This is an optimization exercise on Yosys and OpenROAD, whose aim is small area, not a production implementation.
Function was checked by simulation only, so behaviour that the tests miss may differ from the original.
Power is estimated from default activity; no workload was simulated. No driver is modelled on the clock port, so clocking that relies on it looks cheaper here than on a real chip.

// ufc_top
module ufc_top(
    input  clk,
    input  rst_n,
    input  mosi,
    output miso,
    output sd_ck,
    output sd_mosi,
    output sd_csn,
    input  sd_miso
);
wire[7:0]  mosi_rx;
wire[2:0]  cmd;
wire       cnt_ld;
wire[7:0]  mosi_data;
wire[31:0] sec;
wire       sec_rot;
wire[7:0]  miso_fifo;
wire       fifo_done,rok,clk_bps,bps_tick,sd_init,init_ok,fifo_busy,fe_done;
wire       sd_ren,sd_wen,rd_ok,wr_ok,wclk,rclk,en_fc,set_fifo,fifo_rdy;
fifo_control fifo_control(
     .clk        (clk         )
    ,.rst_n      (rst_n       )
    ,.mosi       (mosi        )
    ,.miso       (miso        )
    ,.miso_rx    (mosi_rx     )
    ,.cmd        (cmd         )
    ,.fifo_done  (fifo_done   )
    ,.rok        (rok         )
    ,.clk_bps    (clk_bps     )
    ,.bps_tick   (bps_tick    )
    ,.cnt_ld     (cnt_ld      )
    ,.sd_init    (sd_init     )
    ,.init_ok    (init_ok     )
    ,.fifo_busy  (fifo_busy   )
    ,.fe_done    (fe_done     )
    ,.sd_ren     (sd_ren      )
    ,.sd_wen     (sd_wen      )
    ,.sd_read_ok (rd_ok       )
    ,.sd_write_ok(wr_ok       )
    ,.mosi_data  (mosi_data   )
    ,.mosi_wclk  (wclk        )
    ,.mosi_rclk  (rclk        )
    ,.en_fc      (en_fc       )
  ...
Size in the first run: about 6000 cells after synthesis, about 4400 flip-flops, roughly 8 I/O pins, ~0.098 sq mm of cells after synthesis.
==> module FELOGIC, before the edit <==
module FELOGIC(
    input             clk,
    input             tick,
    input             rst_n,
    input             rok,
    input             fifo_done,
    input[7:0]        mosi,
    output reg[2:0]   cmd, 
    output            cnt_ld, 
    output            fe_done,
    input             fifo_busy,
    output reg[31:0]  sec,
    input             sec_rot, 
    output reg        en_fc
);
    reg[2:0] fpos;
    wire[6:0] rx_flag = fpos==3'd7 ? 7'd0 : 7'd1 << fpos;
    reg      busy,busy_sync,busy_sync1;
    reg      cmd_05;
    always@(posedge clk or negedge rst_n)begin
        if(!rst_n)begin
            busy       <= 1'b0;
            busy_sync  <= 1'b0;
            busy_sync1 <= 1'b0;
        end
        else if(tick)begin
            busy       <= fifo_done;
            busy_sync  <= busy;
            busy_sync1 <= busy_sync;
        end
    end
    always@(posedge clk or negedge rst_n)begin
        if(!rst_n)begin
            en_fc <= 1'b0;
        end
        else if(tick&rok&rx_flag[2])begin
            en_fc <= 1'b1;
        end
        else if(tick&rx_flag[0])begin
            en_fc <= 1'b0;
        end
    end
    assign fe_done = !busy_sync1&busy_sync;
    assign cnt_ld = tick&rok&(|rx_flag[1:0]);
    always@(posedge clk or negedge rst_n)begin
        if(!rst_n)begin
            fpos <= 3'd0;
        end
        else if(tick&fifo_done)begin
            fpos <= 3'd0;
        end
        else if(tick&rok&rx_flag[2]&mosi==8'h03)begin
            fpos <= 3'd0;
        end
        else if(tick&rok&cmd_05&rx_flag[6])begin
            fpos <= 3'd0;
        end
        else if(tick&rok)begin
            fpos <= fpos==3'd7 ? 3'd7 : fpos + 3'd1;
        end
    end
    always@(posedge clk)begin
        if(tick&rok&rx_flag[2])begin
            cmd <= |mosi[7:3] ? 3'd0 : mosi[2:0];
        end
    end
    always@(posedge clk or negedge rst_n)begin
        if(!rst_n)begin
            cmd_05 <= 1'b0;
        end
        else if(tick&rok&rx_flag[2]&mosi==8'h05)begin
            cmd_05 <= 1'b1;
        end
        else if(tick&rok&rx_flag[0])begin
            cmd_05 <= 0;
        end
    end
    always@(posedge clk or negedge rst_n)begin
        if(!rst_n)begin
            sec <= 0;
        end
        else if(tick&cmd_05&rok&(|rx_flag[6:3]))begin
            sec <= {sec[23:0],mosi};
        end
        else if(sec_rot)begin
            sec <= {sec[30:0],sec[31]};
        end
    end
endmodule
clock: 10.0 ns
lec_check: 0
abc_area: 1
cap_margin: 20
core_margin: 2
core_utilization: 65
slew_margin: 20
standard.sh (not shown) runs the stock make flow with config.mk's settings and CLKGATE_MAP_FILE= SYNTH_SCRIPT=/design/flow/synth_recipe.tcl, a recipe that flattens the netlist after the stock synthesis.
==> flow/flow/run.sh <==
#!/bin/bash
set -uo pipefail
SLEW_OK_PS=121
export PLATFORM_DIR=$FLOW_HOME/platforms/$FLOW_PLATFORM
RESULTS=orfs/results/$FLOW_PLATFORM/ufc_top/base
export RESULTS
settings=("34 70" "33 75" "32 80" "30 80" "28 60")
n=0
for s in "${settings[@]}"; do
  n=$((n+1))
  set -- $s
  export CTS_ARGS="-sink_clustering_enable -repair_clock_nets -dont_use_dummy_load -buf_list sky130_fd_sc_hd__buf_12 -sink_clustering_size $1 -sink_clustering_max_diameter $2"
  if [[ $n -gt 1 ]]; then
    rm -f $RESULTS/4_* $RESULTS/5_* $RESULTS/6_* out/final.def
  fi
  bash standard.sh > standard_sh_$n.log 2>&1 || { echo "attempt $n: layout failed"; continue; }
  openroad -no_init -exit flow/slew.tcl > slew_$n.log 2>&1
  slew=$(awk '/^MAXSLEW/{print $2}' slew_$n.log)
  echo "attempt $n: clusters $1 / $2 um, clock-pin slew ${slew:-unknown} ps"
  if [[ -n "$slew" ]] && awk -v s="$slew" -v ok="$SLEW_OK_PS" 'BEGIN{exit !(s < ok)}'; then
    exit 0
  fi
done
# none met the target: the last attempt's layout stays in out/final.def
exit 0
==> flow/flow/slew.tcl <==
set R $::env(RESULTS)
set P $::env(PLATFORM_DIR)
read_liberty $P/lib/sky130_fd_sc_hd__tt_025C_1v80.lib
read_db $R/6_final.odb
read_sdc $R/6_final.sdc
read_spef $R/6_final.spef
set w 0
foreach pin [all_registers -clock_pins -edge_triggered] {
  foreach e {rise fall} {
    foreach a {max min} {
      set s [get_property $pin slew_${a}_$e]
      if {[string is double -strict $s]} { set w [expr {max($w, [sta::time_ui_sta $s] * 1e12)}] } else { set w 1e9 }
    }
  }
}
puts "MAXSLEW $w"
==> next run, changes <==
--- a/flow/design.v
+++ b/flow/design.v
@@ -609,10 +609,9 @@
     output reg[31:0]  sec,
     input             sec_rot, 
     output reg        en_fc
 );
-    reg[2:0] fpos;
-    wire[6:0] rx_flag = fpos==3'd7 ? 7'd0 : 7'd1 << fpos;
+    reg[6:0] rx_flag;
     reg      busy,busy_sync,busy_sync1;
     reg      cmd_05;
     always@(posedge clk or negedge rst_n)begin
         if(!rst_n)begin
@@ -640,21 +639,21 @@
     assign fe_done = !busy_sync1&busy_sync;
     assign cnt_ld = tick&rok&(|rx_flag[1:0]);
     always@(posedge clk or negedge rst_n)begin
         if(!rst_n)begin
-            fpos <= 3'd0;
+            rx_flag <= 1;
         end
         else if(tick&fifo_done)begin
-            fpos <= 3'd0;
+            rx_flag <= 1;
         end
         else if(tick&rok&rx_flag[2]&mosi==8'h03)begin
-            fpos <= 3'd0;
+            rx_flag <= 1'b1;
         end
         else if(tick&rok&cmd_05&rx_flag[6])begin
-            fpos <= 3'd0;
+            rx_flag <= 1'b1;
         end
         else if(tick&rok)begin
-            fpos <= fpos==3'd7 ? 3'd7 : fpos + 3'd1;
+            rx_flag <= rx_flag << 1;
         end
     end
     always@(posedge clk)begin
         if(tick&rok&rx_flag[2])begin
The new run finished with timing, DRC and antenna clean.
Hold slack is better by 5.7 ps.
Cell area stays flat.
Power decreases by 5.7%.
Via count stays flat.
Routed wire length is about the same.
Worst setup slack is worse by 210 ps.
Fmax decreases by 4.4%.
Sequential power stays flat.
Flip-flop and latch count is higher by 4.

separate check: timing with driven ports:
How much do the figures lean on ideal ports? The routed layouts below were timed once more, with nothing changed but the port constraints.
Step 1, drivers: a clkbuf_16 drives clk and a buf_2 each remaining input, both assumed.
Step 2 also shifts input and output timing later by t, the mid clock arrival at the registers, as if the neighbouring blocks saw the same clock.
Three values: ideal ports, drivers, drivers and shift; two values: the first two.
run	shift t [ns]	slack for setup (ns)	worst data-port slew with drivers (ns)	pins driven straight from the clock port
the first run	0.787	5.453 / 5.507 / 4.719	0.03	1
the second run	0.775	5.244 / 5.299 / 4.524	0.03	1
After both steps setup and hold are still met in every run listed. For the first run, which loses most, drivers alone change the setup slack by +0.054 ns; drivers and shift together by -0.734 ns.
